From an optimization exercise on the open Yosys and OpenROAD flow, aimed at a short achievable clock period and few clock cycles; shortcuts taken in it are not production practice.
Only simulation tests tie the RTL to the original design; equivalence was not proved.
No activity file was given, so power comes from the tool's default toggle rates.

==> flow/design.v <==
module alu(srca, srcb, sub, sel_and, sel_or, sel_slt, aluresult);
  input [31:0] srca, srcb;
  input sub, sel_and, sel_or, sel_slt;
  output [31:0] aluresult;
  wire [31:0] sum = srca + (srcb ^ {32{sub}}) + {31'd0, sub};
  wire lt = (srca[31] ^ srcb[31]) ? srca[31] : sum[31];
  assign aluresult = sel_and ? (srca & srcb) :
                     sel_or  ? (srca | srcb) :
                     sel_slt ? {31'd0, lt} : sum;
endmodule
module control_unit(opcode, funct, is_r, is_addi, is_lw, is_sw, is_beq, sub, sel_and, sel_or, sel_slt);
  input [5:0] opcode, funct;
  output is_r, is_addi, is_lw, is_sw, is_beq;
  output sub, sel_and, sel_or, sel_slt;
  assign is_r    = opcode == 6'b000000;
  assign is_addi = opcode == 6'b001000;
  assign is_lw   = opcode == 6'b100011;
  assign is_sw   = opcode == 6'b101011;
  assign is_beq  = opcode == 6'b000100;
  assign sub     = is_r && (funct == 6'b100010 || funct == 6'b101010);
  assign sel_and = is_r && funct == 6'b100100;
  assign sel_or  = is_r && funct == 6'b100101;
  assign sel_slt = is_r && funct == 6'b101010;
endmodule
module register_file(clk, we3, a1, a2, a3, wd3, rd1, rd2);
  input clk, we3;
  input [4:0] a1, a2, a3;
  input [31:0] wd3;
  output [31:0] rd1, rd2;
  reg [31:0] regs [1:31];
  always @(posedge clk)
    if (we3 && a3 != 5'd0)
      regs[a3] <= wd3;
  assign rd1 = (a1 == 5'd0) ? 32'd0 : regs[a1];
  assign rd2 = (a2 == 5'd0) ? 32'd0 : regs[a2];
endmodule
module mips_cpu(clk, rst, instruction_memory_a, instruction_memory_rd, data_memory_a, data_memory_rd, data_memory_we, data_memory_wd,
                register_a1, register_a2, register_a3, register_we3, register_wd3, register_rd1, register_rd2);
  input clk, rst;
  output data_memory_we;
  output [31:0] instruction_memory_a, data_memory_a, data_memory_wd;
  input [31:0] instruction_memory_rd, data_memory_rd;
  output register_we3;
  output [4:0] register_a1, register_a2, register_a3;
  output [31:0] register_wd3;
  input [31:0] register_rd1, register_rd2;
  reg  [31:0] pc;
  wire [31:0] pc4 = pc + 32'd4;
  assign instruction_memory_a = pc;
  reg         v_d;
  reg  [31:0] ir_d;
  reg  [31:0] pc4_d;
  wire [4:0]  rs = ir_d[25:21], rt = ir_d[20:16], rd = ir_d[15:11];
  wire is_r, is_addi, is_lw, is_sw, is_beq, sub_d, and_d, or_d, slt_d;
  control_unit cu(ir_d[31:26], ir_d[5:0], is_r, is_addi, is_lw, is_sw, is_beq, sub_d, and_d, or_d, slt_d);
  wire [31:0] imm_d = {{16{ir_d[15]}}, ir_d[15:0]};
  wire [31:0] tgt_d = pc4_d + {imm_d[29:0], 2'b00};
  wire [4:0]  dst_d = is_r ? rd : rt;
  wire        wr_d  = v_d & (is_r | is_addi | is_lw) & (dst_d != 5'd0);
  wire        beq_static = v_d & is_beq & (rs == rt);
  wire        beq_dyn    = v_d & is_beq & (rs != rt);
  wire        use_rs = is_r | is_addi | is_lw | is_sw | (is_beq & (rs != rt));
  wire        use_rt = is_r | is_sw | (is_beq & (rs != rt));
  reg  [31:0] a_e, b_e, sd_e, tgt_e;
  reg         wr_e, ld_e, st_e, br_e, mem_e;
  reg  [4:0]  rd_e;
  reg         sub_e, and_e, or_e, slt_e;
  reg  [31:0] res_m, addr_m, sd_m;
  reg         wr_m, ld_m, st_m;
  reg  [4:0]  rd_m;
  wire [31:0] alu_e;
  alu alu1(a_e, b_e, sub_e, and_e, or_e, slt_e, alu_e);
  wire taken_e = br_e & (a_e == b_e);
  wire [31:0] res_m_val = ld_m ? data_memory_rd : res_m;
  assign data_memory_a  = addr_m;
  assign data_memory_wd = sd_m;
  assign data_memory_we = st_m;
  assign register_we3 = wr_m;
  assign register_a3  = rd_m;
  assign register_wd3 = res_m_val;
  assign register_a1 = rs;
  assign register_a2 = rt;
  wire [31:0] rs_val = (wr_e && rd_e == rs) ? alu_e :
                       (wr_m && rd_m == rs) ? res_m_val : register_rd1;
  wire [31:0] rt_val = (wr_e && rd_e == rt) ? alu_e :
                       (wr_m && rd_m == rt) ? res_m_val : register_rd2;
  wire stall = ld_e & wr_e & v_d & ((use_rs & rd_e == rs) | (use_rt & rd_e == rt));
  always @(posedge clk) begin
    if (rst) begin
      pc <= 32'd0;
      v_d <= 1'b0;
      wr_e <= 1'b0; ld_e <= 1'b0; st_e <= 1'b0; br_e <= 1'b0; mem_e <= 1'b0;
      wr_m <= 1'b0; ld_m <= 1'b0; st_m <= 1'b0;
    end else begin
      if (taken_e) begin
        pc <= tgt_e;
        v_d <= 1'b0;
      end else if (stall) begin
        pc <= pc;
      end else if (beq_static) begin
        pc <= tgt_d;
        v_d <= 1'b0;
      end else begin
        pc <= pc4;
        v_d <= 1'b1;
      end
      if (taken_e || stall) begin
        wr_e <= 1'b0; ld_e <= 1'b0; st_e <= 1'b0; br_e <= 1'b0; mem_e <= 1'b0;
      end else begin
        wr_e <= wr_d;
        ld_e <= v_d & is_lw;
        st_e <= v_d & is_sw;
        br_e <= beq_dyn;
        mem_e <= v_d & (is_lw | is_sw);
      end
      wr_m <= wr_e;
      ld_m <= ld_e;
      st_m <= st_e;
    end
  end
  always @(posedge clk) begin
    if (!stall) begin
      ir_d  <= instruction_memory_rd;
      pc4_d <= pc4;
    end
    a_e   <= rs_val;
    b_e   <= (is_addi | is_lw | is_sw) ? imm_d : rt_val;
    sd_e  <= rt_val;
    tgt_e <= tgt_d;
    rd_e  <= dst_d;
    sub_e <= sub_d | is_beq;
    and_e <= and_d;
    or_e  <= or_d;
    slt_e <= slt_d;
    res_m <= alu_e;
    rd_m  <= rd_e;
    sd_m  <= sd_e;
    if (mem_e) addr_m <= alu_e;
  end
endmodule
module mips_top(clk, rst, imem_addr, imem_rdata, dmem_addr, dmem_we, dmem_wdata, dmem_rdata);
  input clk, rst;
  output [31:0] imem_addr;
  input [31:0] imem_rdata;
  output [31:0] dmem_addr;
  output dmem_we;
  output [31:0] dmem_wdata;
  input [31:0] dmem_rdata;
  wire [4:0] a1, a2, a3;
  wire we3;
  wire [31:0] wd3, rd1, rd2;
  mips_cpu cpu(clk, rst, imem_addr, imem_rdata, dmem_addr, dmem_rdata, dmem_we, dmem_wdata,
               a1, a2, a3, we3, wd3, rd1, rd2);
  register_file rf(clk, we3, a1, a2, a3, wd3, rd1, rd2);
endmodule
==> flow/run.sh <==
#!/bin/bash
# synth_recipe.tcl (not shown) runs the flow's synth.tcl, then flattens the netlist and writes it again
# the make line also repeats each setting of config.mk as NAME=value (left out here)
make -C /OpenROAD-flow-scripts/flow DESIGN_CONFIG=/design/flow/config.mk WORK_HOME=/design/flow/orfs CLKGATE_MAP_FILE= SYNTH_SCRIPT=/design/flow/synth_recipe.tcl finish
==> flow/config.mk <==
export PLATFORM = sky130hd
export DESIGN_NAME = mips_top
export DESIGN_NICKNAME = mips_top
export VERILOG_FILES = /design/flow/design.v
export SDC_FILE = /design/flow/constraint.sdc
export NUM_CORES = 4
export LEC_CHECK = 0
export ABC_CLOCK_PERIOD_IN_PS = 2500
export CAP_MARGIN = 20
export CORE_MARGIN = 2
export CORE_UTILIZATION = 40
export PLACE_DENSITY = 0.6
export SETUP_SLACK_MARGIN = 5
export SLEW_MARGIN = 20
==> flow/constraint.sdc <==
create_clock -name core_clock -period 10.5 [get_ports {clk}]
set_input_delay 2.1000 -clock core_clock [delete_from_list [all_inputs] [get_ports {clk}]]
set_output_delay 2.1000 -clock core_clock [all_outputs]
set_load 0.01 [all_outputs]
==> results of run 1 <==
[per-stage QoR]
| stage | setup WS [ns] | power (mW) |
|---|---|---|
| 2_1_floorplan | 6.42 | 7.94 |
| 3_3_place_gp | 5.96 | 8.73 |
| 3_5_place_dp | 5.92 | 8.77 |
| 4_1_cts | 6.03 | 13.6 |
| 5_1_grt | 5.82 | 14.0 |
| 6_report | 6.11 | 13.6 |
[sequential cells by signal, summed over array words and instances, names as in the netlist, 32 cells and up, named ones only]
register / flops
cpu.tgt_e: 32
cpu.pc: 32
cpu.sd_e: 32
cpu.b_e: 32
rf.regs: 992
cpu.res_m: 32
cpu.addr_m: 32
cpu.pc4_d: 32
cpu.a_e: 32
cpu.ir_d: 32
cpu.sd_m: 32
[kinds of logic (layout without fill, tap and decap cells)]
kind of cell,after synthesis,after routing,synth area share [%]
flip-flops,1345,1345,59.8
AO/OA/AOI/OAI,613,613,6.48
adder cells (fa/ha/maj),127,127,2.53
multiplexers,760,760,22.9
AND/OR/NAND/NOR,550,550,4.01
XOR/XNOR,134,134,1.85
other,0,1,0
buffers and inverters,386,640,2.49
[critical path: stages, from the launching register on]
cell       delay (ns)
dfxtp_2          0.31
buf_4            0.49
xor2_1           0.25
inv_1            0.08
fa_1             0.38
nor2b_1          0.23
o311ai_1         0.16
a21oi_1          0.30
o21a_1           0.30
o21ai_0          0.18
a2111oi_0        0.55
nor3_1           0.09
a21oi_1          0.58
o21a_1           0.28
a21o_1           0.12
[how the worst max path moves through the flow]
| stage | to | slack [ns] |
|---|---|---|
| finish | cpu.b_e[30]$_DFF_P_ | 6.11 |
| floorplan | register | 6.42 |
| global placement | rf.regs[10][6]$_DFFE_PP_ | 5.96 |
| detailed placement | rf.regs[13][6]$_DFFE_PP_ | 5.92 |
| global route | cpu.a_e[6]$_DFF_P_ | 5.82 |
| CTS | cpu.a_e[6]$_DFF_P_ | 6.03 |
[per-layer routing]
layer | share of wire (%) | vias up | routed length [um] | track usage, %
met5 | 0.0068 | - | 13 | 0
met4 | 2.9 | 2 | 5610 | 7.33
met3 | 8.6 | 310 | 16500 | 4.64
met2 | 48 | 1804 | 93100 | 38.6
met1 | 40 | 20300 | 76800 | 31.8
li1 | - | 16100 | - | -
[final cells by class]
cell class              instances  area [um2]  share of cell area [%]
flip-flops and latches       1345       37900                    52.6
multi-input cells            2184       24200                    33.6
clock buffers                 193        3870                    5.38
well taps                    2058        2570                    3.58
repair buffers                256        2410                    3.35
clock inverters                69         619                   0.861
inverters                     122         459                   0.638
diodes                          1        2.50                 0.00348
[synth_stat cells (22+ instances only)]
master	number
xnor2_1	54
nor2_1	232
o21ai_0	59
ha_1	125
mux2_2	58
nand2_1	110
nand3_1	34
inv_1	120
buf_1	22
o221ai_1	24
o21a_1	36
a21o_1	44
nor3_1	52
a21oi_1	194
xor2_1	80
mux4_2	543
edfxtp_1	1088
clkbuf_1	165
mux2i_1	158
a211oi_1	122
dfxtp_1	257
buf_2	62
[report_power, final]
group,internal (mW),total (mW),switching (mW)
combinational,0.629,2.02,1.40
clock,2.77,4.90,2.12
sequential,6.52,6.65,0.134
==> run notes, run 1 <==
* Status: no timing/DRC/antenna violations
* Area share of the largest cell type after synthesis at between 50% and 60%
* Vias per cell at 6.18
* Layout cells sized above 1 at 23.3%
* Synth warn at 2
* RSZ-0062 raised after global routing: no
* Max Slew Vio Count at 0
* Flop2flop setup slack at approximately 6 ns
* Leak at between 20 and 25 nW
* Maximum clock path buffer count at 3
* I/O Pins at about 160
* Cells after synthesis at 3915
* Clock-pin slew on the worst setup and hold paths at roughly 0.060 ns
* Clock H-tree levels at 4
* Worst-Margin Slew at approximately 1.2 ns
* Final hold slack at ~0.33 ns
* Arrival @ worst endpoint at 5.11 ns
* Detail Placement HPWL at approximately 110 mm
* Critical Path Fanout Max at 32
* # Max-Cap Violations at 0
* FFs w/ async S/R, synth at 0%
* Largest net degree at the start of global routing at between 100 and 150
* Initial antenna violation count at 2
* Synth Cell Area at 63300 um2
* Hold depth at 0
* Cell area power density at 189 nW/um2
* Clk root buf: clkbuf_16
* Pre-Repair DR Iteration Count at 6
* Post-route clock period utilization at a little over two fifths
* Fmax achieved at ~230 MHz
* Syn Nets at roughly 4100
* Worst-Skew Late Latency at between 0.7 and 0.8 ns
* #FFs+latches synth at ~1300
* Cell Area, Placed at 67400 um2
* GRT Util Overall at about a quarter
* CTS buffer count at between 100 and 150
* Synth Flop Type: edfxtp_1
* Worst R2R Path Depth at 14
* Initial core utilization at about two fifths
* Clock skew at 0.0311 ns
* Final number of hold-violating endpoints at 0
* Total congestion overflow at 0
* Worst r2r src: cpu.sub_e$_DFF_P_
* Worst min-delay path category: reg -> reg
* Post-placement cell count at around 6000
* Setup bufs post-CTS at 0
* EDFF count, synth at about 1100
* Layout net count at 4244
* Hold Path End: cpu.sd_m[20]$_DFF_P_
* 1st-iter DRT viols at around 4700
* CTS tree: done
* Setup TNS at 0 ns
* Setup crit start: cpu.sub_e$_DFF_P_
* Count of cell types in the netlist at slightly below 90
* # setup viols final at 0
* Die H at around 400 um
* Cts hold-fix bufs at 0
* Clk sinks at between 1000 and 1500
* Most frequent cells in the layout: edfxtp_1, mux4_2, dfxtp_1
* Vias in the first global route at ~38000
* Relative slew slack at roughly 19%
* Minimum clock period at roughly 4.4 ns
* Post-CTS Resized at 0
* First-pass GRT wire length at between 200 and 300 mm
* Area contributors post-synth: edfxtp_1, mux4_2, dfxtp_1
* Seq/Total Area, Yosys at approximately 60%
* DRC at 0
* Vias at between 30000 and 40000
* Yosys top cell by area: edfxtp_1
* Leading cell type in the layout, fill and taps excluded: edfxtp_1
* Final Cell Area at 72000 um2
* Number of nets with antenna violations after routing at 0
* Mean Syn Cell Area at around 16 um2
* Core area at between 150000 and 200000 um2
* Hold path start: cpu.sd_e[20]$_DFF_P_
* IR drop worst, VDD at 0.181 mV
* Setup Crit Path Kind: reg -> reg
* Die W at between 400 and 500 um
* Syn-to-layout area delta at 13.7%
* R2r endpoint: cpu.b_e[30]$_DFF_P_
* Std-Cell Rows at approximately 150
* Fin cells at about 6200
* Final wirelength at 192 mm
* Gpl congestion at between 0.9 and 1
* Core Util, Final at 45.9%
* Drt wl/cell at around 31 um
* Die ar. at 161000 um2
* IO Port Bufs at roughly 160
* Worst EP required at about 11 ns
* CP Capture Type: register
* FILL cells at 13400
* Crit start category: register
Testbench counts, summed over its fixed seeds: cycles 13,220.
==> run 2, diff against run 1 <==
==> flow/flow/run.sh (new file) <==
#!/bin/bash
set -euo pipefail
MARGIN=$(cat flow/margin.txt)
bash standard.sh synth > synth_make.log 2>&1
bash standard.sh SETUP_SLACK_MARGIN=$MARGIN finish > layout_make.log 2>&1
==> flow/flow/margin.txt (new file) <==
7.0
==> flow/standard.sh (new file) <==
#!/bin/bash
# synth_recipe.tcl (not shown) runs the flow's synth.tcl, then flattens the netlist and writes it again
# the make line also repeats each setting of config.mk as NAME=value (left out here)
make -C /OpenROAD-flow-scripts/flow DESIGN_CONFIG=/design/flow/config.mk WORK_HOME=/design/flow/orfs CLKGATE_MAP_FILE= SYNTH_SCRIPT=/design/flow/synth_recipe.tcl "${@:-finish}"
removed: flow/run.sh
==> run notes, run 2 <==
* Status: no timing/DRC/antenna violations
* Max Slew Vio Count at 0
* Post-route clock period utilization at roughly a third
* Gpl congestion at slightly above 0.9
* Die H at 402 um
* Syn Nets at 4108
* CP Capture Type: primary output
* Count of cell types in the netlist at roughly 90
* Largest register by flop count: rf.regs
* Worst min-delay path category: reg -> reg
* EDFF count, synth at about 1100
* Relative slew slack at 25.4%
* Pre-Repair DR Iteration Count at 6
* Final hold slack at around 0.33 ns
* Worst EP required at ~8.4 ns
* Cells along the critical path: buf_2
* Total congestion overflow at 0
* Setup TNS at 0 ns
* IR drop worst, VDD at approximately 0.18 mV
* Synth top cells by count: edfxtp_1, mux4_2, dfxtp_1
* Buf+Inv Stages, Crit Path at 1
* Critical Path Fanout Max at 1
* Minimum clock period at around 3.6 ns
* Synth warn at 2
* Vias in the first global route at 38900
* Syn-to-layout area delta at 15.8%
* Max incr delay on CP at roughly 0.5 ns
* # setup viols final at 0
* Arrival @ worst endpoint at approximately 1.5 ns
* Die ar. at around 160000 um2
* Leak at ~25 nW
* Initial core utilization at roughly two fifths
* Area contributors post-synth: edfxtp_1, mux4_2, dfxtp_1
* Worst-Skew Late Latency at approximately 0.79 ns
* Worst-Margin Slew at approximately 1.1 ns
* Synth Flop Type: edfxtp_1
* Cell type group with the largest total delay on the critical path: flip-flops
* Maximum clock path buffer count at 3
* Initial antenna violation count at 3
* Clk root buf: clkbuf_16
* Seq/Total Area, Yosys at 59.8%
* Clock H-tree levels at 4
* Footprint of the multi-input gates at 24600 um2
* IO Port Bufs at approximately 160
* Clock skew at ~0.038 ns
* Most frequent cells in the layout: edfxtp_1, mux4_2, dfxtp_1
* Vias per cell at 6.27
* Cells after synthesis at approximately 3900
* Crit start category: register
* Flop2flop setup slack at approximately 7 ns
* Synth Cell Area at 63300 um2
* 1st-iter DRT viols at between 5000 and 6000
* First-pass GRT wire length at 286 mm
* # Max-Cap Violations at 0
* CTS buffer count at between 100 and 150
* Final number of hold-violating endpoints at 0
* Reg area at 38000 um2
* Core area at approximately 160000 um2
* Drt wl/cell at about 32 um
* Final wirelength at around 200 mm
* FILL cells at 13400
* Yosys top cell by area: edfxtp_1
* Fin cells at around 6300
* Worst r2r src: cpu.sub_e$_DFF_P_
* Fmax achieved at 279 MHz
* Post-placement cell count at 5957
* FFs w/ async S/R, synth at 0%
* #FFs+latches synth at 1345
* Number of nets with antenna violations after routing at 0
* Hold Path End: cpu.sd_m[25]$_DFF_P_
* Largest net degree at the start of global routing at 71
* I/O Pins at 163
* Layout cells sized above 1 at roughly 28%
* Clock-pin slew on the worst setup and hold paths at roughly 0.060 ns
* Hold depth at 0
* Area share of the largest cell type after synthesis at between 50% and 60%
* Mean Syn Cell Area at ~16 um2
* Cell area power density at approximately 190 nW/um2
* Die W at approximately 400 um
* Hold path start: cpu.sd_e[25]$_DFF_P_
* Setup Crit Path Kind: reg -> out
* CTS tree: done
* Clk sinks at 1345
* RSZ-0062 raised after global routing: yes
* R2r endpoint: cpu.b_e[26]$_DFF_P_
* Std-Cell Rows at ~150
* DRC at 0
* Cts hold-fix bufs at 0
* Leading cell type in the layout, fill and taps excluded: edfxtp_1
* Worst R2R Path Depth at 14
* Detail Placement HPWL at about 110 mm
* Count leader, synth: edfxtp_1
* Layout net count at 4306
* Max reg flops at 992
* Final Power at roughly 14 mW
* Vias at a little under 40000
* Slowest cell on crit path: edfxtp_1
* GRT Util Overall at 24.6%
[run 2: changes by cell type in the layout (fill, tap and decap cells not counted), sizes merged, moves of 10 or more]
cell / change
clkinvlp: +10
dlygate4sd2: +21
clkdlybuf4s15: +29
buf: +95
clkdlybuf4s50: -97
[run 2: routing by layer]
layer	part of all wire (%)	wire length, um	GRT usage, %	vias up
li1	-	-	-	16200
met1	39	79100	32.8	20700
met2	48	96000	40.0	2074
met3	9.0	18100	4.86	425
met4	4.0	8060	9.41	2
met5	0.0065	13	0	-
[run 2: cell type report]
| cell class | instances | share of cell area (%) |
|---|---|---|
| antenna | 1 | 0.00341 |
| clock buffer | 177 | 5.11 |
| clock inverter | 73 | 0.884 |
| inverter | 122 | 0.652 |
| multi-input combinational | 2184 | 33.6 |
| sequential | 1345 | 51.8 |
| tap | 2058 | 3.51 |
| timing repair buffer | 320 | 4.42 |
| timing repair inverter | 2 | 0.0205 |
[run 2: through the flow]
| stage | util, % | instance area, um2 | setup WS (ns) |
|---|---|---|---|
| 2_1_floorplan | - | 63300 | 7.00 |
| 3_3_place_gp | 43.0 | 67300 | 5.62 |
| 3_5_place_dp | 43.1 | 67500 | 6.00 |
| 4_1_cts | 46.4 | 72800 | 6.90 |
| 5_1_grt | 46.8 | 73300 | 6.90 |
| 6_report | 46.8 | 73300 | 6.92 |
[run 2: cells by family after synthesis]
| kind of cell | Yosys count | synth area share, % |
|---|---|---|
| buffers and inverters | 386 | 2.49 |
| adder cells (fa/ha/maj) | 127 | 2.53 |
| XOR/XNOR | 134 | 1.85 |
| AO/OA/AOI/OAI | 613 | 6.48 |
| multiplexers | 760 | 22.9 |
| AND/OR/NAND/NOR | 550 | 4.01 |
| flip-flops | 1345 | 59.8 |
[run 2: worst reg2reg max path, stage by stage (launching register included)]
cell      delay, ns
dfxtp_4        0.35
buf_12         0.15
buf_4          0.14
xor2_2         0.18
ha_4           0.25
a21o_1         0.16
a21o_1         0.20
a21o_1         0.20
o21a_2         0.25
o21a_1         0.24
or3_1          0.38
a311oi_2       0.28
a21oi_2        0.16
o21a_1         0.30
a21o_1         0.17
[run 2: worst max path at each step]
| stage | start | endpoint | slack (ns) | cells after the start |
|---|---|---|---|---|
| 2_1_floorplan | cpu.wr_m$_SDFF_PP0_ | rf.regs[5][0]$_DFFE_PP_ | 7.00 | 3 |
| 4_1_cts | cpu.addr_m[15]$_DFFE_PP_ | dmem_addr[15] | 6.90 | 1 |
| 3_5_place_dp | cpu.sub_e$_DFF_P_ | cpu.b_e[28]$_DFF_P_ | 6.00 | 13 |
| 6_report | cpu.addr_m[15]$_DFFE_PP_ | dmem_addr[15] | 6.92 | 1 |
| 3_3_place_gp | cpu.rd_m[4]$_DFF_P_ | cpu.a_e[7]$_DFF_P_ | 5.62 | 7 |
| 5_1_grt | cpu.sub_e$_DFF_P_ | cpu.b_e[26]$_DFF_P_ | 6.90 | 14 |
[run 2: what timing repair did]
action | 4_1_cts | 5_1_grt
resized for setup | 401 | 82
setup endpoints to repair | 330 | 147
setup buffers | 34 | 28
cloned | 9 | 3
pin swaps | 7 | 23
[run 2: where the power goes]
group          switching, mW  internal, mW  leakage (nW)
combinational           1.52         0.730          10.9
sequential             0.137          6.51          12.1
clock                   2.10          2.75          2.13
total                   3.75          9.99          25.1
==> run 3, diff against run 2 <==
--- a/flow/design.v
+++ b/flow/design.v
@@ -47,6 +47,15 @@
   reg  [31:0] pc;
   wire [31:0] pc4 = pc + 32'd4;
   assign instruction_memory_a = pc;
+  wire [31:0] ins_f = instruction_memory_rd;
+  wire        static_f = (ins_f[31:26] == 6'b000100) && (ins_f[25:21] == ins_f[20:16]);
+  wire [16:0] lo_f = {1'b0, pc4[17:2]} + {1'b0, ins_f[15:0]};
+  wire [13:0] hi_f = pc4[31:18];
+  wire [13:0] hi_inc = hi_f + 14'd1;
+  wire [13:0] hi_dec = hi_f - 14'd1;
+  wire [13:0] hi_sel = (lo_f[16] & ~ins_f[15]) ? hi_inc :
+                       (~lo_f[16] & ins_f[15]) ? hi_dec : hi_f;
+  wire [31:0] tgt_f = {hi_sel, lo_f[15:0], 2'b00};
   reg         v_d;
   reg  [31:0] ir_d;
   reg  [31:0] pc4_d;
@@ -57,7 +66,6 @@
   wire [31:0] tgt_d = pc4_d + {imm_d[29:0], 2'b00};
   wire [4:0]  dst_d = is_r ? rd : rt;
   wire        wr_d  = v_d & (is_r | is_addi | is_lw) & (dst_d != 5'd0);
-  wire        beq_static = v_d & is_beq & (rs == rt);
   wire        beq_dyn    = v_d & is_beq & (rs != rt);
   wire        use_rs = is_r | is_addi | is_lw | is_sw | (is_beq & (rs != rt));
   wire        use_rt = is_r | is_sw | (is_beq & (rs != rt));
@@ -97,9 +105,9 @@
         v_d <= 1'b0;
       end else if (stall) begin
         pc <= pc;
-      end else if (beq_static) begin
-        pc <= tgt_d;
-        v_d <= 1'b0;
+      end else if (static_f) begin
+        pc <= tgt_f;
+        v_d <= 1'b1;
       end else begin
         pc <= pc4;
         v_d <= 1'b1;
@@ -135,7 +143,7 @@
     res_m <= alu_e;
     rd_m  <= rd_e;
     sd_m  <= sd_e;
-    if (mem_e) addr_m <= alu_e;
+    addr_m <= mem_e ? alu_e : 32'd0;
   end
 endmodule
 module mips_top(clk, rst, imem_addr, imem_rdata, dmem_addr, dmem_we, dmem_wdata, dmem_rdata);
==> flow/flow/margin.txt (replaced) <==
7.4
==> run notes, run 3 <==
* Synth top cells by count: edfxtp_1, mux4_2, dfxtp_1
* Max incr delay on CP at ~0.49 ns
* Layout net count at 4810
* Yosys top cell by area: edfxtp_1
* Layout cells sized above 1 at between 30% and 40%
* Clk sinks at roughly 1300
* Area share of the largest cell type after synthesis at around half
* 1st-iter DRT viols at ~5500
* EDFF count, synth at approximately 1100
* Synth Flop Type: edfxtp_1
* Die H at 405 um
* Clk root buf: clkbuf_16
* Final Power at approximately 14 mW
* Relative slew slack at roughly 33%
* Std-Cell Rows at about 150
* Syn-to-layout area delta at 23.5%
* Maximum clock path buffer count at 3
* Footprint of the multi-input gates at ~28000 um2
* Cells along the critical path: buf_8, ha_4, inv_2, fa_2, and2b_2, o31ai_4, a211o_4, a211oi_4, o21ai_4, or4_4, a221o_1, o21bai_4, xnor2_1, o21a_1
* Clock-pin slew on the worst setup and hold paths at about 0.070 ns
* Most frequent cells in the layout: edfxtp_1, mux4_2, buf_4
* Max Slew Vio Count at 0
* Initial antenna violation count at 13
* Mean Syn Cell Area at about 15 um2
* Leading cell type in the layout, fill and taps excluded: edfxtp_1
* Setup Crit Path Kind: in -> reg
* Synth warn at 2
* Core area at 160000 um2
* GRT Util Overall at 26.0%
* I/O Pins at between 150 and 200
* Fmax achieved at about 220 MHz
* Critical Path Fanout Max at 3
* Die ar. at between 150000 and 200000 um2
* Clock H-tree levels at 4
* CTS buffer count at ~140
* Cell area power density at roughly 180 nW/um2
* Vias in the first global route at just over 40000
* Final wirelength at 220 mm
* Final Cell Area at between 70000 and 80000 um2
* Setup crit start: imem_rdata[0]
* Largest net degree at the start of global routing at ~70
* Synth Cell Area at between 60000 and 70000 um2
* Reg area at approximately 38000 um2
* Worst-Margin Slew at 1.00 ns
* Total congestion overflow at 0
* # Max-Cap Violations at 0
* Clock skew at 0.0278 ns
* Pre-Repair DR Iteration Count at 7
* Hold path start: cpu.sd_e[1]$_DFF_P_
* #FFs+latches synth at roughly 1300
* # setup viols final at 0
* Vias per cell at between 6 and 7
* Status: no timing/DRC/antenna violations
* Vias at between 40000 and 50000
* FFs w/ async S/R, synth at 0%
* Die W at 405 um
* DRC at 0
* Seq/Total Area, Yosys at roughly 58%
* Largest register by flop count: rf.regs
* Syn Nets at roughly 4400
* IO Port Bufs at 162
* CTS tree: done
* First-pass GRT wire length at between 300 and 400 mm
* Flop2flop setup slack at 6.30 ns
* Worst min-delay path category: reg -> reg
* Max reg flops at slightly below 1000
* Crit start category: primary input
* Worst r2r src: cpu.pc[8]$_SDFFE_PP0P_
* Setup TNS at 0 ns
* FILL cells at 13200
* Arrival @ worst endpoint at just over 5 ns
* CP Capture Type: register
* Count of cell types in the netlist at 82
* Worst-Skew Late Latency at ~0.81 ns
* Slowest cell on crit path: or4_4
* Detail Placement HPWL at 124 mm
* RSZ-0062 raised after global routing: yes
* Gpl congestion at approximately 0.95
* Count leader, synth: edfxtp_1
* Cts hold-fix bufs at 0
* Final number of hold-violating endpoints at 0
* Initial core utilization at approximately 40%
* IR drop worst, VDD at between 0.15 and 0.2 mV
* Number of nets with antenna violations after routing at 0
* Area contributors post-synth: edfxtp_1, mux4_2, dfxtp_1
* Post-route clock period utilization at between 40% and 50%
* Cell Area, Placed at between 60000 and 70000 um2
* Worst EP required at approximately 11 ns
* Leak at 27.7 nW
* Minimum clock period at roughly 4.5 ns
* Cells after synthesis at around 4200
* Drt wl/cell at 32.0 um
run 3: changes by cell type after synthesis, sizes merged, moves of 19 or more:
| cell | before | now |
|---|---|---|
| nand3 | 34 | 53 |
| dfxtp | 257 | 289 |
| nand2 | 110 | 169 |
| mux2i | 158 | 138 |
| xnor2 | 54 | 78 |
| edfxtp | 1088 | 1056 |
| a211oi | 126 | 153 |
| clkbuf | 168 | 201 |
run 3: kinds of logic (layout without fill, tap and decap cells):
group,after synthesis,in the layout,synth area share [%]
XOR/XNOR,159,159,2.19
adder cells (fa/ha/maj),146,146,2.87
other,0,7,0
flip-flops,1345,1345,58.2
AO/OA/AOI/OAI,681,683,7.02
AND/OR/NAND/NOR,712,712,5.29
multiplexers,731,733,21.9
buffers and inverters,418,933,2.54
run 3: timing repair:
| item | in CTS | in global routing |
|---|---|---|
| setup buffers | 159 | 94 |
| endpoints found under the hold margin | 0 | 0 |
| gates cloned | 30 | 11 |
| pin swaps | 129 | 155 |
| gates resized for setup | 1070 | 288 |
| setup endpoints to repair | 651 | 437 |
run 3: report_power, final:
part / internal (mW) / switching (mW) / leakage, nW
clock: 2.68 / 2.17 / 2.16
sequential: 6.46 / 0.139 / 12.1
combinational: 1.14 / 1.84 / 13.5
run 3: area by class of cell:
cell class                 instances  area share [%]
sequential                      1345            47.4
antenna                            7          0.0220
multi-input combinational       2433            35.6
tap                             2160            3.40
clock inverter                    68           0.610
timing repair buffer             529            7.28
timing repair inverter             9          0.0818
clock buffer                     190            4.90
inverter                         137           0.701
run 3: routing by layer:
| layer | vias up | share of wire (%) | global-route usage [%] |
|---|---|---|---|
| met1 | 22400 | 38 | 34.4 |
| met2 | 2396 | 47 | 41.4 |
| met5 | - | 0.017 | 0 |
| met3 | 517 | 9.8 | 5.67 |
| li1 | 17600 | - | - |
| met4 | 6 | 4.8 | 11.4 |
run 3: worst paths after layout:
check        cells past startpoint                       to
max                             14  cpu.pc[29]$_SDFFE_PP0P_
min                              0      cpu.sd_m[1]$_DFF_P_
max reg2reg                     15  cpu.pc[29]$_SDFFE_PP0P_
min reg2reg                      0      cpu.sd_m[1]$_DFF_P_
run 3: stage by stage:
stage	hold WS, ns	utilization, %	cells	setup WS, ns
2_1_floorplan	0.310	-	4192	5.41
4_1_cts	0.319	48.3	6766	6.02
3_3_place_gp	0.312	43.1	6318	4.54
3_5_place_dp	0.312	43.1	6319	4.55
5_1_grt	0.328	49.7	6877	6.00
6_report	0.324	49.7	6878	6.04
run 3: worst max-delay path, delay by kind of cell:
kind | cells | cell delay, ns
simple gates | 2 | 0.74
fa+ha+maj | 2 | 0.46
xor+xnor | 1 | 0.13
compound gates | 7 | 1.61
buf+inv | 2 | 0.10
Testbench counts of run 3, summed over its fixed seeds: cycles 12,311.
==> run 4, diff against run 3 <==
==> flow/run.sh (new file) <==
#!/bin/bash
# synth_recipe.tcl (not shown) runs the flow's synth.tcl, then flattens the netlist and writes it again
# the make line also repeats each setting of config.mk as NAME=value (left out here)
make -C /OpenROAD-flow-scripts/flow DESIGN_CONFIG=/design/flow/config.mk WORK_HOME=/design/flow/orfs CLKGATE_MAP_FILE= SYNTH_SCRIPT=/design/flow/synth_recipe.tcl finish
removed: flow/flow/run.sh
removed: flow/flow/margin.txt
removed: flow/standard.sh
==> run notes, run 4 <==
* Cts hold-fix bufs at 0
* Setup bufs post-CTS at 0
* CP Capture Type: register
* Syn-to-layout area delta at 14.0%
* Clock skew at about 0.033 ns
* Final number of hold-violating endpoints at 0
* Clock-pin slew on the worst setup and hold paths at roughly 0.06 ns
* Area share of the largest cell type after synthesis at around half
* Clk root buf: clkbuf_16
* RSZ-0062 raised after global routing: no
* GRT Util Overall at roughly a quarter
* Yosys top cell by area: edfxtp_1
* Final wirelength at about 200 mm
* Core area at around 160000 um2
* Max reg flops at around 1000
* Maximum clock path buffer count at 3
* Count leader, synth: edfxtp_1
* Setup TNS at 0 ns
* Area contributors post-synth: edfxtp_1, mux4_2, dfxtp_1
* Die W at 405 um
* Vias per cell at between 6 and 7
* DRC at 0
* Status: no timing/DRC/antenna violations
* Worst EP required at 11.18 ns
* Synth Flop Type: edfxtp_1
* FILL cells at around 14000
* Clock H-tree levels at 4
* Count of cell types in the netlist at around 80
* Critical Path Fanout Max at 8
* Final Power at 13.8 mW
* #FFs+latches synth at 1345
* Minimum clock period at 5.27 ns
* Vias at 40400
* Total congestion overflow at 0
* Mean Syn Cell Area at 15.4 um2
* Initial core utilization at between 40% and 50%
* Seq/Total Area, Yosys at between 50% and 60%
* I/O Pins at 163
* Gpl congestion at a little over 0.9
* Initial antenna violation count at 10
* Crit start category: primary input
* Clk sinks at around 1300
* Synth top cells by count: edfxtp_1, mux4_2, dfxtp_1
* Relative slew slack at 23.9%
* Setup Crit Path Kind: in -> reg
* Largest net degree at the start of global routing at ~110
* Leak at between 20 and 30 nW
* Cells after synthesis at about 4200
* Die H at just over 400 um
* FFs w/ async S/R, synth at 0%
* Layout cells sized above 1 at between 20 and 25%
* Worst-Skew Late Latency at slightly above 0.8 ns
* Die ar. at 164000 um2
* Leading cell type in the layout, fill and taps excluded: edfxtp_1
* Vias in the first global route at ~40000
* CTS tree: done
* Worst slack at placement at ~4.3 ns
* Post-route clock period utilization at 50.2%
* # setup viols final at 0
* Cell area power density at between 150 and 200 nW/um2
* Drt wl/cell at just over 30 um
* Largest register by flop count: rf.regs
* Number of nets with antenna violations after routing at 0
* Detail Placement HPWL at roughly 120 mm
* Post-CTS Resized at 0
* Fmax achieved at 190 MHz
* Worst R2R Path Depth at 15
* EDFF count, synth at around 1100
* 1st-iter DRT viols at between 4000 and 5000
* Post-route setup slack at roughly 5.2 ns
* Cell Area, Placed at around 69000 um2
* Arrival @ worst endpoint at between 5 and 6 ns
* Std-Cell Rows at 147
* CTS buffer count at 145
* Syn Nets at 4404
* Synth warn at 2
* Hold depth at 0
* # Max-Cap Violations at 0
* Layout net count at roughly 4500
* Final Cell Area at ~73000 um2
* Synth Cell Area at 64500 um2
* Worst-Margin Slew at 1.14 ns
* First-pass GRT wire length at between 200 and 300 mm
* Pre-Repair DR Iteration Count at 6
* Most frequent cells in the layout: edfxtp_1, mux4_2, dfxtp_1
* IO Port Bufs at between 150 and 200
* Worst min-delay path category: reg -> reg
* Max Slew Vio Count at 0
* IR drop worst, VDD at 0.147 mV
-- run 4: path summary, 6_finish.rpt --
check / startpoint / to / slack (ns)
worst max register to register: cpu.pc[8]$_SDFFE_PP0P_ / cpu.pc[26]$_SDFFE_PP0P_ / 5.50
worst max-delay path: imem_rdata[0] / cpu.pc[29]$_SDFFE_PP0P_ / 5.23
worst min-delay path: cpu.sd_e[8]$_DFF_P_ / cpu.sd_m[8]$_DFF_P_ / 0.30
worst min register to register: cpu.sd_e[8]$_DFF_P_ / cpu.sd_m[8]$_DFF_P_ / 0.30
-- run 4: cells by family after synthesis --
group	synth area share (%)
xor gates and xnor gates	2.19
adders and majority gates	2.87
buffers and inverters	2.54
AOI/OAI and AO/OA	7.02
muxes	21.9
DFF	58.2
and+or+nand+nor	5.29
-- run 4: cell type report --
| class | count | area [um2] | share of cell area, % |
|---|---|---|---|
| clock buffers | 182 | 3900 | 5.31 |
| inverters | 137 | 514 | 0.700 |
| well taps | 2160 | 2700 | 3.68 |
| diodes | 7 | 17.5 | 0.0239 |
| clock inverters | 76 | 762 | 1.04 |
| flip-flops and latches | 1345 | 37500 | 51.1 |
| repair buffers | 261 | 2420 | 3.30 |
| multi-input cells | 2429 | 25600 | 34.8 |
-- run 4: power breakdown --
| part | internal, mW | switching (mW) |
|---|---|---|
| Combinational | 0.667 | 1.45 |
| Clock | 2.95 | 2.15 |
| Sequential | 6.47 | 0.136 |
| Total | 10.1 | 3.73 |
-- run 4: layer usage --
metal / part of all wire (%) / wire length [um] / track usage [%]
met1: 41 / 81400 / 32.8
met3: 7.8 / 15600 / 4.40
met2: 47 / 94500 / 38.7
met5: 0.0065 / 13 / 0
met4: 4.0 / 8060 / 9.31
-- run 4: per-stage QoR --
step / util (%) / hold slack (ns) / cells
final: 45.8 / 0.304 / 6597
after global routing: 45.8 / 0.313 / 6595
after CTS: 45.8 / 0.305 / 6588
after detailed placement: 42.9 / 0.312 / 6330
after global placement: 42.9 / 0.311 / 6330
after floorplan: - / 0.310 / 4192
-- run 4: critical path: stages --
cell and delay [ns]:
clkdlybuf4s50_1 0.47, ha_1 0.17, inv_1 0.06, fa_1 0.42, and2b_1 0.23, o31ai_1 0.13
a211o_1 0.39, a211o_1 0.35, a21oi_1 0.53, nand3_1 0.15, a221o_1 0.44, o21bai_1 0.19
xnor2_1 0.13, o21a_1 0.18
==> run 5, diff against run 4 <==
--- a/flow/design.v
+++ b/flow/design.v
@@ -2,8 +2,8 @@
   input [31:0] srca, srcb;
   input sub, sel_and, sel_or, sel_slt;
   output [31:0] aluresult;
-  wire [31:0] sum = srca + (srcb ^ {32{sub}}) + {31'd0, sub};
-  wire lt = (srca[31] ^ srcb[31]) ? srca[31] : sum[31];
+  wire [31:0] sum = srca + srcb + {31'd0, sub};
+  wire lt = (srca[31] == srcb[31]) ? srca[31] : sum[31];
   assign aluresult = sel_and ? (srca & srcb) :
                      sel_or  ? (srca | srcb) :
                      sel_slt ? {31'd0, lt} : sum;
@@ -21,6 +21,22 @@
   assign sel_and = is_r && funct == 6'b100100;
   assign sel_or  = is_r && funct == 6'b100101;
   assign sel_slt = is_r && funct == 6'b101010;
+endmodule
+module hi_adjust(hi, hi_inc, hi_dec);
+  input  [13:0] hi;
+  output [13:0] hi_inc, hi_dec;
+  assign hi_inc = hi + 14'd1;
+  assign hi_dec = hi - 14'd1;
+endmodule
+module branch_target(pc, imm, hi_inc, hi_dec, tgt);
+  input  [31:2] pc;
+  input  [15:0] imm;
+  input  [13:0] hi_inc, hi_dec;
+  output [31:2] tgt;
+  wire [16:0] lo = {1'b0, pc[17:2]} + {1'b0, imm} + 17'd1;
+  wire up   = lo[16] & ~imm[15];
+  wire down = ~lo[16] & imm[15];
+  assign tgt = {up ? hi_inc : down ? hi_dec : pc[31:18], lo[15:0]};
 endmodule
 module register_file(clk, we3, a1, a2, a3, wd3, rd1, rd2);
   input clk, we3;
@@ -49,13 +65,10 @@
   assign instruction_memory_a = pc;
   wire [31:0] ins_f = instruction_memory_rd;
   wire        static_f = (ins_f[31:26] == 6'b000100) && (ins_f[25:21] == ins_f[20:16]);
-  wire [16:0] lo_f = {1'b0, pc4[17:2]} + {1'b0, ins_f[15:0]};
-  wire [13:0] hi_f = pc4[31:18];
-  wire [13:0] hi_inc = hi_f + 14'd1;
-  wire [13:0] hi_dec = hi_f - 14'd1;
-  wire [13:0] hi_sel = (lo_f[16] & ~ins_f[15]) ? hi_inc :
-                       (~lo_f[16] & ins_f[15]) ? hi_dec : hi_f;
-  wire [31:0] tgt_f = {hi_sel, lo_f[15:0], 2'b00};
+  wire [13:0] hi_inc, hi_dec;
+  wire [31:2] tgt_f;
+  hi_adjust hadj(pc[31:18], hi_inc, hi_dec);
+  branch_target btf(pc[31:2], ins_f[15:0], hi_inc, hi_dec, tgt_f);
   reg         v_d;
   reg  [31:0] ir_d;
   reg  [31:0] pc4_d;
@@ -106,7 +119,7 @@
       end else if (stall) begin
         pc <= pc;
       end else if (static_f) begin
-        pc <= tgt_f;
+        pc <= {tgt_f, 2'b00};
         v_d <= 1'b1;
       end else begin
         pc <= pc4;
@@ -132,11 +145,11 @@
       pc4_d <= pc4;
     end
     a_e   <= rs_val;
-    b_e   <= (is_addi | is_lw | is_sw) ? imm_d : rt_val;
+    b_e   <= ((is_addi | is_lw | is_sw) ? imm_d : rt_val) ^ {32{sub_d}};
     sd_e  <= rt_val;
     tgt_e <= tgt_d;
     rd_e  <= dst_d;
-    sub_e <= sub_d | is_beq;
+    sub_e <= sub_d;
     and_e <= and_d;
     or_e  <= or_d;
     slt_e <= slt_d;
==> flow/flow/run.sh (new file) <==
#!/bin/bash
set -euo pipefail
MARGIN=$(cat flow/margin.txt)
bash standard.sh synth > synth_make.log 2>&1
bash standard.sh SETUP_SLACK_MARGIN=$MARGIN finish > layout_make.log 2>&1
==> flow/flow/margin.txt (new file) <==
7.4
==> flow/standard.sh (new file) <==
#!/bin/bash
# synth_recipe.tcl (not shown) runs the flow's synth.tcl, then flattens the netlist and writes it again
# the make line also repeats each setting of config.mk as NAME=value (left out here)
make -C /OpenROAD-flow-scripts/flow DESIGN_CONFIG=/design/flow/config.mk WORK_HOME=/design/flow/orfs CLKGATE_MAP_FILE= SYNTH_SCRIPT=/design/flow/synth_recipe.tcl "${@:-finish}"
--- a/flow/config.mk
+++ b/flow/config.mk
@@ -12,3 +12,4 @@
 export PLACE_DENSITY = 0.6
 export SETUP_SLACK_MARGIN = 5
 export SLEW_MARGIN = 20
+export SYNTH_HIERARCHICAL = 1
removed: flow/run.sh
==> run notes, run 5 <==
* Status: no timing/DRC/antenna violations
* Worst min-delay path category: reg -> reg
* Cells along the critical path: dlygate4sd2_1, ha_4, nand2_1, o21ai_2, a41oi_4, buf_12, buf_8, o21bai_4, buf_4, a211oi_2, a311o_1, mux2i_1, mux2_4, a211oi_2
* Slowest cell on crit path: ha_4
* Leading cell type in the layout, fill and taps excluded: edfxtp_1
* Final number of hold-violating endpoints at 0
* Std-Cell Rows at around 150
* Mean Syn Cell Area at about 14 um2
* Area contributors post-synth: edfxtp_1, mux4_2, dfxtp_1
* Max reg flops at 992
* Area share of the largest cell type after synthesis at between 40% and 50%
* Largest register by flop count: rf.regs
* Count leader, synth: edfxtp_1
* Synth Flop Type: edfxtp_1
* Leak at between 20 and 30 nW
* Cells after synthesis at about 4700
* Initial core utilization at approximately two fifths
* First-pass GRT wire length at about 330 mm
* Max Slew Vio Count at 0
* Count of cell types in the netlist at slightly above 100
* WL met3 at 24.5 mm
* DRC at 0
* Fin cells at 7405
* Worst-Skew Late Latency at around 0.80 ns
* # setup viols final at 0
* Layout cells sized above 1 at between 30% and 40%
* EDFF count, synth at 1056
* Gpl congestion at between 0.9 and 1
* Cell area power density at about 170 nW/um2
* #FFs+latches synth at ~1300
* Initial antenna violation count at 1
* CTS tree: done
* Minimum clock period at 3.97 ns
* Die ar. at approximately 170000 um2
* Post-placement cell count at just under 7000
* Detail Placement HPWL at 134 mm
* Yosys top cell by area: edfxtp_1
* Final wirelength at between 200 and 250 mm
* Cell type group with the largest total delay on the critical path: compound AO/OA/AOI/OAI gates
* Drt wl/cell at 32.1 um
* # Max-Cap Violations at 0
* Vias in the first global route at between 40000 and 50000
* Fmax achieved at ~250 MHz
* Pre-Repair DR Iteration Count at 7
* CP Capture Type: register
* Worst EP required at 11.12 ns
* IO Port Bufs at roughly 160
* Core area at about 160000 um2
* Vias at between 40000 and 50000
* Setup Crit Path Kind: in -> reg
* Die W at a little over 400 um
* Cts hold-fix bufs at 0
* Clock skew at 0.0329 ns
* CTS buffer count at between 100 and 150
* RSZ-0062 raised after global routing: yes
* Setup TNS at 0 ns
* Max incr delay on CP at 0.34 ns
* Clk root buf: clkbuf_16
* Synth warn at 8
* Post-route clock period utilization at 37.8%
* Number of nets with antenna violations after routing at 0
* Met2 routed WL at around 110 mm
* Total congestion overflow at 0
* Syn Nets at around 4900
* Final hold slack at around 0.33 ns
* Critical Path Fanout Max at 8
* Seq/Total Area, Yosys at between 50% and 60%
* Largest net degree at the start of global routing at 65
* Crit start category: primary input
* Buf+Inv Stages, Crit Path at 4
* Synth Cell Area at 66400 um2
* M1 WL at 94.2 mm
* Syn-to-layout area delta at 21.7%
* FFs w/ async S/R, synth at 0%
* Clock-pin slew on the worst setup and hold paths at about 0.06 ns
* IR drop worst, VDD at around 0.19 mV
* Clock H-tree levels at 4
* Clk sinks at 1335
* Die H at around 410 um
* Worst-Margin Slew at roughly 1.1 ns
* Most frequent cells in the layout: edfxtp_1, mux2i_1, mux4_2
* I/O Pins at ~160
* Top sig layer: met5
* Relative slew slack at 24.2%
* CP dominant cell by count: a211oi_2
* FILL cells at about 14000
* Vias per cell at 6.31
* GRT Util Overall at between 20% and 30%
* Arrival @ worst endpoint at approximately 4.6 ns
* Layout net count at ~5300
* Synth top cells by count: edfxtp_1, mux2i_1, mux4_2
* 1st-iter DRT viols at 6531
* Maximum clock path buffer count at 3
==> run 5: changes by cell type in the layout (fill, tap and decap cells not counted), moves of 49 or more <==
cell / previous run / this run
buf_6: 0 / 120
nand2_1: 169 / 220
a211oi_1: 152 / 44
a22oi_1: 0 / 84
mux2i_1: 138 / 369
buf_4: 95 / 228
clkdlybuf4s50_1: 162 / 26
ha_1: 143 / 81
mux4_2: 539 / 339
dfxtp_1: 277 / 201
dfxtp_2: 2 / 51
mux2_4: 0 / 107
==> run 5: per-stage QoR <==
step	instance area (um2)	setup WS [ns]	power [mW]	utilization, %
detailed placement	70800	4.99	8.80	43.0
global placement	70800	5.01	8.78	43.0
global route	80800	6.45	14.5	49.0
CTS	79000	6.56	13.9	48.0
finish	80800	6.53	14.1	49.0
floorplan	66900	6.07	7.91	-
==> run 5: power breakdown <==
part           total [mW]  internal (mW)  switching, mW
Clock                4.81           2.69           2.12
Combinational        2.78           1.03           1.76
Sequential           6.53           6.40          0.129
Total                14.1           10.1           4.01
==> run 5: cell families after synthesis <==
group	after synthesis	synth area share [%]
flops	1335	56.2
simple gates	929	7.12
mux	874	20.1
compound gates	807	8.39
buf+inv	458	3.28
xor+xnor	205	2.73
fa+ha+maj	116	2.23
==> run 5: timing repair <==
| item | 4_1_cts | 5_1_grt |
|---|---|---|
| pin swaps | 114 | 106 |
| setup endpoints to repair | 330 | 237 |
| resized for setup | 966 | 205 |
| cloned | 48 | 16 |
| buffers inserted | 150 | 71 |
==> run 5: per-module statistics from Yosys (local to each module, per instance), excerpt <==
| module | cells inside | cell area (um2) |
|---|---|---|
| hi_adjust | 75 | 551 |
| branch_target | 205 | 1490 |
| control_unit | 17 | 120 |
| register_file | 2601 | 46500 |
| mips_cpu | 1316 | 14400 |
| alu | 510 | 3300 |
==> run 5: layer usage <==
metal  vias to the layer above  GRT usage [%]
li1                      19300              -
met1                     24000           37.1
met2                      2882           41.5
met3                       500           5.02
met4                         4           12.1
met5                         -          0.283
==> run 5: worst paths after layout <==
check,startpoint,slack [ns],depth (start not counted),to
hold / removal,cpu.sd_e[17]$_DFF_P_,0.33,0,cpu.sd_m[17]$_DFF_P_
hold reg to reg,cpu.sd_e[17]$_DFF_P_,0.33,0,cpu.sd_m[17]$_DFF_P_
setup / recovery,imem_rdata[7],6.53,14,cpu.pc[19]$_SDFFE_PP0P_
setup reg to reg,cpu.a_e[0]$_DFF_P_,6.83,14,cpu.b_e[26]$_DFF_P_
==> run 5: final cells by class <==
type                            instances  area (um2)  share of cell area (%)
Antenna cell                            1        2.50                 0.00310
Clock buffer                          188        3900                    4.83
Clock inverter                         65         448                   0.555
Inverter                              131         514                   0.637
Multi-Input combinational cell       2948       29200                    36.2
Sequential cell                      1335       37500                    46.4
Tap cell                             2189        2740                    3.39
Timing Repair Buffer                  547        6450                    7.99
Timing Repair inverter                  1        5.00                 0.00620
Testbench counts of run 5, summed over its fixed seeds: cycles 12,311.
==> run 6, diff against run 5 <==
--- a/flow/design.v
+++ b/flow/design.v
@@ -22,21 +22,14 @@
   assign sel_or  = is_r && funct == 6'b100101;
   assign sel_slt = is_r && funct == 6'b101010;
 endmodule
-module hi_adjust(hi, hi_inc, hi_dec);
-  input  [13:0] hi;
-  output [13:0] hi_inc, hi_dec;
-  assign hi_inc = hi + 14'd1;
-  assign hi_dec = hi - 14'd1;
-endmodule
-module branch_target(pc, imm, hi_inc, hi_dec, tgt);
-  input  [31:2] pc;
+module branch_target(pc_lo, imm, tgt_lo, outside);
+  input  [15:0] pc_lo;
   input  [15:0] imm;
-  input  [13:0] hi_inc, hi_dec;
-  output [31:2] tgt;
-  wire [16:0] lo = {1'b0, pc[17:2]} + {1'b0, imm} + 17'd1;
-  wire up   = lo[16] & ~imm[15];
-  wire down = ~lo[16] & imm[15];
-  assign tgt = {up ? hi_inc : down ? hi_dec : pc[31:18], lo[15:0]};
+  output [15:0] tgt_lo;
+  output outside;
+  wire [16:0] lo = {1'b0, pc_lo} + {1'b0, imm} + 17'd1;
+  assign tgt_lo = lo[15:0];
+  assign outside = lo[16] ^ imm[15];
 endmodule
 module register_file(clk, we3, a1, a2, a3, wd3, rd1, rd2);
   input clk, we3;
@@ -65,11 +58,11 @@
   assign instruction_memory_a = pc;
   wire [31:0] ins_f = instruction_memory_rd;
   wire        static_f = (ins_f[31:26] == 6'b000100) && (ins_f[25:21] == ins_f[20:16]);
-  wire [13:0] hi_inc, hi_dec;
-  wire [31:2] tgt_f;
-  hi_adjust hadj(pc[31:18], hi_inc, hi_dec);
-  branch_target btf(pc[31:2], ins_f[15:0], hi_inc, hi_dec, tgt_f);
+  wire [15:0] tgt_lo_f;
+  wire        cross_f;
+  branch_target btf(pc[17:2], ins_f[15:0], tgt_lo_f, cross_f);
   reg         v_d;
+  reg         fix_d;    
   reg  [31:0] ir_d;
   reg  [31:0] pc4_d;
   wire [4:0]  rs = ir_d[25:21], rt = ir_d[20:16], rd = ir_d[15:11];
@@ -80,10 +73,11 @@
   wire [4:0]  dst_d = is_r ? rd : rt;
   wire        wr_d  = v_d & (is_r | is_addi | is_lw) & (dst_d != 5'd0);
   wire        beq_dyn    = v_d & is_beq & (rs != rt);
+  wire        sum_d      = is_addi | (is_r & (ir_d[5:0] == 6'b100000 || ir_d[5:0] == 6'b100010));
   wire        use_rs = is_r | is_addi | is_lw | is_sw | (is_beq & (rs != rt));
   wire        use_rt = is_r | is_sw | (is_beq & (rs != rt));
   reg  [31:0] a_e, b_e, sd_e, tgt_e;
-  reg         wr_e, ld_e, st_e, br_e, mem_e;
+  reg         wr_e, ld_e, st_e, br_e, mem_e, sum_e;
   reg  [4:0]  rd_e;
   reg         sub_e, and_e, or_e, slt_e;
   reg  [31:0] res_m, addr_m, sd_m;
@@ -92,6 +86,7 @@
   wire [31:0] alu_e;
   alu alu1(a_e, b_e, sub_e, and_e, or_e, slt_e, alu_e);
   wire taken_e = br_e & (a_e == b_e);
+  wire zero_e = ((a_e ^ b_e) == {a_e[30:0] | b_e[30:0], sub_e});
   wire [31:0] res_m_val = ld_m ? data_memory_rd : res_m;
   assign data_memory_a  = addr_m;
   assign data_memory_wd = sd_m;
@@ -105,33 +100,38 @@
                        (wr_m && rd_m == rs) ? res_m_val : register_rd1;
   wire [31:0] rt_val = (wr_e && rd_e == rt) ? alu_e :
                        (wr_m && rd_m == rt) ? res_m_val : register_rd2;
+  wire fast_d  = beq_dyn & wr_e & sum_e & (((rt == 5'd0) & (rs == rd_e)) | ((rs == 5'd0) & (rt == rd_e)));
+  wire taken_d = fast_d & zero_e;
   wire stall = ld_e & wr_e & v_d & ((use_rs & rd_e == rs) | (use_rt & rd_e == rt));
+  wire fix_now = v_d & fix_d;
+  wire take_f = static_f & ~rst & ~taken_e & ~stall & ~taken_d & ~fix_now;
+  wire [31:0] pc_other = rst ? 32'd0 :
+                         taken_e ? tgt_e :
+                         stall ? pc :
+                         (taken_d | fix_now) ? tgt_d : pc4;
+  wire [31:0] pc_next = take_f ? {pc[31:18], tgt_lo_f, 2'b00} : pc_other;
+  always @(posedge clk) pc <= pc_next;
   always @(posedge clk) begin
     if (rst) begin
-      pc <= 32'd0;
       v_d <= 1'b0;
-      wr_e <= 1'b0; ld_e <= 1'b0; st_e <= 1'b0; br_e <= 1'b0; mem_e <= 1'b0;
+      fix_d <= 1'b0;
+      wr_e <= 1'b0; ld_e <= 1'b0; st_e <= 1'b0; br_e <= 1'b0; mem_e <= 1'b0; sum_e <= 1'b0;
       wr_m <= 1'b0; ld_m <= 1'b0; st_m <= 1'b0;
     end else begin
-      if (taken_e) begin
-        pc <= tgt_e;
+      if (taken_e || taken_d || fix_now) begin
         v_d <= 1'b0;
-      end else if (stall) begin
-        pc <= pc;
-      end else if (static_f) begin
-        pc <= {tgt_f, 2'b00};
-        v_d <= 1'b1;
-      end else begin
-        pc <= pc4;
+      end else if (!stall) begin
         v_d <= 1'b1;
       end
+      fix_d <= take_f & cross_f;
       if (taken_e || stall) begin
-        wr_e <= 1'b0; ld_e <= 1'b0; st_e <= 1'b0; br_e <= 1'b0; mem_e <= 1'b0;
+        wr_e <= 1'b0; ld_e <= 1'b0; st_e <= 1'b0; br_e <= 1'b0; mem_e <= 1'b0; sum_e <= 1'b0;
       end else begin
         wr_e <= wr_d;
         ld_e <= v_d & is_lw;
         st_e <= v_d & is_sw;
-        br_e <= beq_dyn;
+        br_e <= beq_dyn & ~fast_d;
+        sum_e <= v_d & sum_d;
         mem_e <= v_d & (is_lw | is_sw);
       end
       wr_m <= wr_e;
==> run notes, run 6 <==
* Status: no timing/DRC/antenna violations
* # setup viols final at 0
* FFs w/ async S/R, synth at 0%
* Flop2flop setup slack at ~7 ns
* Layout cells sized above 1 at approximately 30%
* CTS tree: done
* Die H at ~400 um
* RSZ-0062 raised after global routing: yes
* Fin cells at between 7000 and 8000
* Synth top cells by count: edfxtp_1, mux2i_1, mux4_2
* Vias at 46700
* Cells after synthesis at roughly 4700
* Cts hold-fix bufs at 0
* First-pass GRT wire length at ~330 mm
* Worst-Skew Late Latency at 0.79 ns
* Synth Cell Area at 66200 um2
* IO Port Bufs at 162
* Combinational power share at approximately 20%
* Clk sinks at ~1300
* Std-Cell Rows at between 100 and 150
* FILL cells at between 10000 and 15000
* Clk root buf: clkbuf_16
* CP Capture Type: register
* Gpl congestion at between 0.9 and 1
* Worst min-delay path category: reg -> reg
* Number of nets with antenna violations after routing at 0
* Cells along the critical path: inv_2, fa_2, inv_2, fa_2, a21o_1, a221oi_4, o211ai_4, a2111oi_4, buf_4, nor3_4, or3_4, a31o_4, nand2_4, o21ai_4, o21ai_2, xnor2_1
* Area share of the largest cell type after synthesis at 49.3%
* Final hold slack at approximately 0.33 ns
* Synth warn at 8
* DRC at 0
* Vias in the first global route at about 44000
* Clock-pin slew on the worst setup and hold paths at approximately 0.060 ns
* Max Slew Vio Count at 0
* Detail Placement HPWL at between 100 and 150 mm
* Slowest cell on crit path: or3_4
* Relative slew slack at around 29%
* Setup TNS at 0 ns
* Pre-Repair DR Iteration Count at 8
* Post-route clock period utilization at 33.9%
* Arrival @ worst endpoint at about 4.2 ns
* Initial core utilization at around 40%
* Cell area power density at between 150 and 200 nW/um2
* Worst-Margin Slew at between 1 and 1.5 ns
* Buf+Inv Stages, Crit Path at 3
* Total congestion overflow at 0
* Fmax achieved at between 200 and 300 MHz
* Yosys top cell by area: edfxtp_1
* #FFs+latches synth at approximately 1300
* Seq/Total Area, Yosys at between 50% and 60%
* Sequential fraction of design power at a little under half
* 1st-iter DRT viols at ~6500
* Final wirelength at around 240 mm
* Largest register by flop count: rf.regs
* CTS buffer count at 142
* Area contributors post-synth: edfxtp_1, mux4_2, dfxtp_1
* Count leader, synth: edfxtp_1
* Max reg flops at 992
* Die ar. at 169000 um2
* Core area at between 150000 and 200000 um2
* IR drop worst, VDD at between 0.15 and 0.2 mV
* Clock Power Share at between 30% and 40%
* Critical Path Fanout Max at 3
* Clock H-tree levels at 4
* Largest net degree at the start of global routing at 65
* Die W at between 400 and 500 um
* Final number of hold-violating endpoints at 0
* EDFF count, synth at between 1000 and 1500
* Synth Flop Type: edfxtp_1
* Worst EP required at 11.15 ns
* Most frequent cells in the layout: edfxtp_1, mux2i_1, mux4_2
* # Max-Cap Violations at 0
* Initial antenna violation count at 8
* Post-placement cell count at 6864
* Int Pwr at approximately 10 mW
* NetSw at slightly above 4 mW
* Minimum clock period at 3.55 ns
* Leading cell type in the layout, fill and taps excluded: edfxtp_1
* Sw Ratio at 28.6%
* Vias per cell at 6.27
* Setup Crit Path Kind: reg -> reg
* Crit start category: register
* Maximum clock path buffer count at 3
* Drt wl/cell at 32.2 um
* Cell type group with the largest total delay on the critical path: compound AO/OA/AOI/OAI gates
* Leak at 29.3 nW
* I/O Pins at approximately 160
* Clock skew at 0.0368 ns
* Syn-to-layout area delta at 22.0%
* Mean Syn Cell Area at ~14 um2
* Max incr delay on CP at approximately 0.39 ns
* Syn Nets at 4924
* GRT Util Overall at 27.1%
* Layout net count at about 5400
* Count of cell types in the netlist at 93
[run 6: changes by cell type after synthesis, sizes merged, moves of 29 or more]
cell    before   now
edfxtp    1056  1086
ha         112   141
inv        131   185
mux2       145    80
mux2i      381   417
o21ai      144   194
[run 6: cell type report]
type	instances	area, um2	share of cell area [%]
Clock inverter	64	618	0.765
Multi-Input combinational cell	2905	28900	35.8
Timing Repair Buffer	576	6070	7.51
Antenna cell	2	5.00	0.00620
Tap cell	2189	2740	3.39
Clock buffer	190	3970	4.91
Sequential cell	1337	37700	46.7
Timing Repair inverter	1	7.51	0.00930
Inverter	185	714	0.885
[run 6: path summary, 6_finish.rpt]
kind | from | end | depth (start not counted)
worst min register to register | cpu.sd_e[25]$_DFF_P_ | cpu.sd_m[25]$_DFF_P_ | 0
worst max register to register | cpu.b_e[0]$_DFF_P_ | cpu.b_e[26]$_DFF_P_ | 16
worst max-delay path | cpu.b_e[0]$_DFF_P_ | cpu.b_e[26]$_DFF_P_ | 16
worst min-delay path | cpu.sd_e[25]$_DFF_P_ | cpu.sd_m[25]$_DFF_P_ | 0
[run 6: routing by layer]
metal	share of wire, %	GRT usage [%]
met5	0.030	0
met3	11	5.81
met4	4.7	11.6
met2	45	41.5
met1	40	37.3
[run 6: cell families (layout without fill, tap and decap cells)]
| family | after synthesis | in the layout | synth area share, % |
|---|---|---|---|
| flops | 1337 | 1337 | 56.9 |
| simple gates | 932 | 935 | 7.03 |
| mux | 845 | 856 | 19.6 |
| compound gates | 793 | 794 | 8.04 |
| buf+inv | 486 | 1016 | 3.36 |
| xor+xnor | 175 | 175 | 2.33 |
| fa+ha+maj | 145 | 145 | 2.79 |
| other cells | 0 | 2 | 0 |
[run 6: per-module statistics from Yosys, one instance, submodules excluded, a selection]
module | area (um2) | times used | flip-flops and latches
mips_cpu | 15400 | 1 | 345
control_unit | 120 | 1 | 0
branch_target | 882 | 1 | 0
register_file | 46500 | 1 | 992
alu | 3300 | 1 | 0
[run 6: repair_timing]
item	4_1_cts	5_1_grt
cloned	44	14
setup endpoints to repair	454	358
resized for setup	886	248
pin swaps	114	106
buffers inserted	152	119
[run 6: power by group through the flow]
stage,logic [mW],clock network [mW],registers [mW]
2_1_floorplan,1.36,0,6.59
3_3_place_gp,2.23,0,6.63
3_5_place_dp,2.25,0,6.64
4_1_cts,2.62,5.07,6.57
5_1_grt,2.99,5.28,6.58
6_report,2.87,5.03,6.57
[run 6: metrics by stage]
| step | cell area (um2) | total power, mW | utilization [%] | setup slack [ns] |
|---|---|---|---|---|
| finish | 80700 | 14.5 | 49.1 | 6.95 |
| global placement | 70500 | 8.87 | 42.8 | 5.37 |
| detailed placement | 70500 | 8.89 | 42.8 | 5.43 |
| global route | 80700 | 14.8 | 49.0 | 6.86 |
| CTS | 78600 | 14.3 | 47.7 | 6.91 |
| floorplan | 66500 | 7.95 | - | 6.36 |
Testbench counts of run 6, summed over its fixed seeds: cycles 12,158.

port drivers added, routing unchanged:
Ports are ideal in the flow. The routed layouts listed here were re-timed in OpenROAD. Step 1 assumes that a clkbuf_16 drives the clock port and a buf_2 every other input. Step 2 adds t to the input delays and takes it off the output delays; t is the mean of the earliest and latest rising clock arrival at the registers after step 1. Input paths then give back, and output paths get back, about the clock's delay inside the block. Three values: no drivers, after step 1, after step 2; two values: the first two.
run | t, ns | setup slack, ns | worst hold slack (ns) | worst setup path after step 2 | slew at the worst register clock pin (ns)
run 1 | 0.865 | 6.107 / 6.107 / 5.980 | 0.325 / 0.325 / 0.325 | input to register | 0.07 / 0.07
run 2 | 0.861 | 6.921 / 6.829 / 6.191 | 0.325 / 0.325 / 0.325 | input to register | 0.07 / 0.07
run 3 | 0.883 | 6.036 / 6.074 / 5.192 | 0.324 / 0.324 / 0.324 | input to register | 0.07 / 0.07
run 4 | 0.869 | 5.230 / 5.283 / 4.414 | 0.304 / 0.304 / 0.304 | input to register | 0.07 / 0.07
run 5 | 0.870 | 6.526 / 6.572 / 5.702 | 0.326 / 0.326 / 0.326 | input to register | 0.07 / 0.07
run 6 | 0.853 | 6.945 / 6.881 / 6.188 | 0.325 / 0.325 / 0.325 | input to register | 0.07 / 0.07
After both steps setup and hold are still met in every run listed. For run 3, which loses most, drivers alone change the setup slack by +0.038 ns; drivers and shift together by -0.844 ns.
